Source: an optimization exercise on an open RTL-to-GDS flow (aim: a short achievable clock period and few clock cycles). Production flows keep margins and buffers that such runs may drop.
The RTL was checked by simulation tests, not by an equivalence proof against the original design.
Power is estimated from default activity; no workload was simulated.

// main
module main(
    input  wire        clk,
    input  wire        rst,
    output wire [31:0] imem_addr,
    input  wire [31:0] imem_rdata,
    output wire [31:0] dmem_addr,
    output wire        dmem_re,
    output wire [3:0]  dmem_wstrb,
    output wire [31:0] dmem_wdata,
    input  wire [31:0] dmem_rdata
);
Size in the first run: roughly 5900 cells after synthesis, ~78000 sq um of cells after synthesis.
export LEC_CHECK = 0
export CAP_MARGIN = 20
export CORE_MARGIN = 2
export CORE_UTILIZATION = 50
export PLACE_DENSITY = 0.62
export SLEW_MARGIN = 20
export SYNTH_HIERARCHICAL = 1
create_clock -name core_clock -period 10.0 [get_ports {clk}]
standard.sh (not shown) runs the stock make flow with config.mk's settings and CLKGATE_MAP_FILE= SYNTH_SCRIPT=/design/flow/synth_recipe.tcl, a recipe that flattens the netlist after the stock synthesis.
==> flow/flow/run.sh <==
#!/bin/bash
set -euo pipefail
bash standard.sh SETUP_SLACK_MARGIN=7 finish > flow_orfs.log 2>&1
The starting point completed with no timing, DRC or antenna violations.
Testbench counts at the start, summed over its fixed seeds: cycles 39,136.
Then changed:
Settings changed: CORE_UTILIZATION 50 to 40, PLACE_DENSITY 0.62 to 0.6.
Effect: Sequential share of layout area went up by 0.11 points; worst setup slack loses 0.047 ns; fmax shrinks by 1.4%.
Then changed:
Settings changed: PLACE_DENSITY 0.6 to 0.7.
Worst setup slack improves by 0.011 ns.
Routed wire length goes down by 0.74%.
Synthesized cell count stays the same.
Power barely changes.
Clock skew goes down by 0.030 ns.
Then changed:
==> flow/flow/run.sh (replaced) <==
#!/bin/bash
set -euo pipefail
bash standard.sh SETUP_SLACK_MARGIN=7 place > flow_place.log 2>&1
PLACE_ODB="$PWD/orfs/results/$FLOW_PLATFORM/main/base/3_place.odb" \
  openroad -no_init -exit flow/move_out_ffs.tcl > flow_move.log 2>&1
bash standard.sh SETUP_SLACK_MARGIN=7 finish > flow_orfs.log 2>&1
==> flow/flow/move_out_ffs.tcl (new file) <==
# Place each flip-flop that drives a data-port output (through its output
# buffer) next to that buffer, then legalize. The flip-flop's Q wire to the
# pin is then short; its D input has slack to spare.
set odb $::env(PLACE_ODB)
read_db $odb
set block [ord::get_db_block]
set moved 0
foreach bterm [$block getBTerms] {
  if {[$bterm getIoType] != "OUTPUT"} { continue }
  set name [$bterm getName]
  if {![string match "dmem_*" $name]} { continue }
  set net [$bterm getNet]
  set buf ""
  foreach it [$net getITerms] { if {[$it isOutputSignal]} { set buf [$it getInst] } }
  if {$buf == ""} { continue }
  set innet ""
  foreach it [$buf getITerms] { if {[$it isInputSignal]} { set innet [$it getNet] } }
  if {$innet == ""} { continue }
  set drv ""
  set nload 0
  foreach it [$innet getITerms] {
    if {[$it isOutputSignal]} { set drv [$it getInst] } else { incr nload }
  }
  if {$drv == "" || $nload != 1} { continue }
  if {![string match "*dfxtp*" [[$drv getMaster] getName]]} { continue }
  set loc [$buf getLocation]
  $drv setLocation [lindex $loc 0] [lindex $loc 1]
  $drv setPlacementStatus PLACED
  incr moved
}
puts "moved $moved flip-flops"
detailed_placement
check_placement -verbose
write_db $odb
Settings changed: PLACE_DENSITY 0.7 to 0.6.
Result:
- core utilization falls by 0.42 points
- setup slack improves by 0.054 ns
- power fell by 0.67%
- final area drops by 0.83%
- count of clock-buffer cells in the layout came out higher by 15
- synthesized area does not change
- cell count decreases by 0.35%

* * *

Setup of JK:
Another version of the RTL of main (not shown whole).
For scale: ~5,900 cells after synthesis, roughly 1,400 flip-flops, ~170 I/O pins, roughly 75,000 um^2 of cells after synthesis.
export LEC_CHECK = 0
export ABC_CLOCK_PERIOD_IN_PS = 3000
export CAP_MARGIN = 20
export CORE_MARGIN = 2
export CORE_UTILIZATION = 40
export PLACE_DENSITY = 0.6
export SLEW_MARGIN = 20
create_clock -name core_clock -period 10.0 [get_ports {clk}]
==> flow/flow/run.sh <==
#!/bin/bash
set -euo pipefail
bash standard.sh SETUP_SLACK_MARGIN=6.8 finish > flow_orfs.log 2>&1
Testbench counts of JK, summed over its fixed seeds: cycles 39,136.
Relative to JK, the following input files were edited for MS:
- setting SETUP_SLACK_MARGIN to 5 for the first time
==> flow/run.sh (new file) <==
#!/bin/bash
# synth_recipe.tcl (not shown) runs the flow's synth.tcl, then flattens the netlist and writes it again
# the make line also repeats each setting of config.mk as NAME=value (left out here)
make -C /OpenROAD-flow-scripts/flow DESIGN_CONFIG=/design/flow/config.mk WORK_HOME=/design/flow/orfs CLKGATE_MAP_FILE= SYNTH_SCRIPT=/design/flow/synth_recipe.tcl finish
removed: flow/flow/run.sh
removed: flow/standard.sh
## What came out
- Final standard cell count with taps included and fillers excluded came out lower on MS than on JK.
- MS gives more final antenna diode count than JK did.
- Re first-pass GRT wire length: JK was higher than MS.
- The lower wire length came out of MS.
- On MS: total of plain and repair buffers excluding clock buffers is about 45% lower than what JK gave.
- Cmp MS and JK / number of clock buffers in the layout / lower: JK
- Via density per instance: MS vs JK down about 0.4%
- In MS the number of gates given a new drive strength after cts turned out 1,125 lower than in JK.
- MS vs JK, later-pin clock latency in the skew report went down by 20 ps.
- Against JK, MS comes in 2.4% higher on final-layout fill cell count.
- For JK, the capture point of the critical path was m_res[27]$_DFF_P_, unlike MS, where it was pc[11]$_SDFFE_PP0P_.
- Final cell area: MS below JK

* * *

oak:
main, a different RTL version from the one above (not shown whole).
Size: about 5700 cells after synthesis, roughly 1500 flip-flops, ~170 I/O pins, ~0.076 sq mm of cells after synthesis.
clock: 10.0 ns
lec_check: 0
cap_margin: 20
core_margin: 2
core_utilization: 40
place_density: 0.6
slew_margin: 20
==> flow/flow/run.sh <==
#!/bin/bash
set -euo pipefail
bash standard.sh SETUP_SLACK_MARGIN=7 finish > flow_orfs.log 2>&1
Both conditions hold for oak: the flow ran to the end and the final layout passed the timing, DRC and antenna checks.
Testbench counts of oak, summed over its fixed seeds: cycles 39,136.
diff inputs: oak => pine
Settings: changing PLACE_DENSITY from 0.6 to 0.7; changing CORE_UTILIZATION from 40 to 60.
Notes after the runs:
Well-tap cell count (pine vs. oak) decreases by more than a quarter
The final reports for pine and oak show number of inserted filler cells in the final layout lower in the former.
Comparing oak against pine, there is no change at all in final max-slew violation count.
pine and oak ended up with roughly the same insertion delay to the later sink of the worst-skew pair.
~same sequential power in oak and pine
pine vs. oak: minimum period implied by the final worst setup slack went up 280 ps; average detailed-routed wire length per instance rose by about 26%.

separate check: timing with driven ports:
The results above use ideal ports. As a check the final layouts listed here were re-extracted and re-timed, cells and wires unchanged.
Step 1 assumes that a clkbuf_16 drives the clock port and a buf_2 every other input.
Step 2 also shifts input and output timing later by t, the mid clock arrival at the registers, as if the neighbouring blocks saw the same clock.
Three values: ideal ports, drivers, drivers and shift; two values: the first two.
| run | shift t [ns] | slack for setup (ns) | worst setup path after step 2 | worst register clock-pin slew, ns | cell pins on the clock port's net |
|---|---|---|---|---|---|
| the first run of note 1 | 0.879 | 6.645 / 6.608 / 5.822 | input to register | 0.07 / 0.07 | 1 |
| the second run of note 1 | 0.889 | 6.598 / 6.506 / 5.900 | input to register | 0.08 / 0.08 | 1 |
| the third run of note 1 | 0.903 | 6.609 / 6.518 / 5.886 | input to register | 0.07 / 0.07 | 1 |
| the fourth run of note 1 | 0.909 | 6.663 / 6.610 / 5.907 | input to register | 0.09 / 0.09 | 1 |
| JK | 0.912 | 5.805 / 5.805 / 5.805 | register to register | 0.07 / 0.07 | 1 |
| MS | 0.884 | 5.116 / 5.116 / 5.116 | register to register | 0.08 / 0.08 | 1 |
| oak | 0.877 | 6.365 / 6.365 / 5.736 | input to register | 0.09 / 0.09 | 1 |
| pine | 0.898 | 6.089 / 6.089 / 5.709 | input to register | 0.07 / 0.07 | 1 |
After both steps setup and hold are still met in every run listed. For the first run of note 1, which loses most, drivers alone change the setup slack by -0.037 ns; drivers and shift together by -0.823 ns.
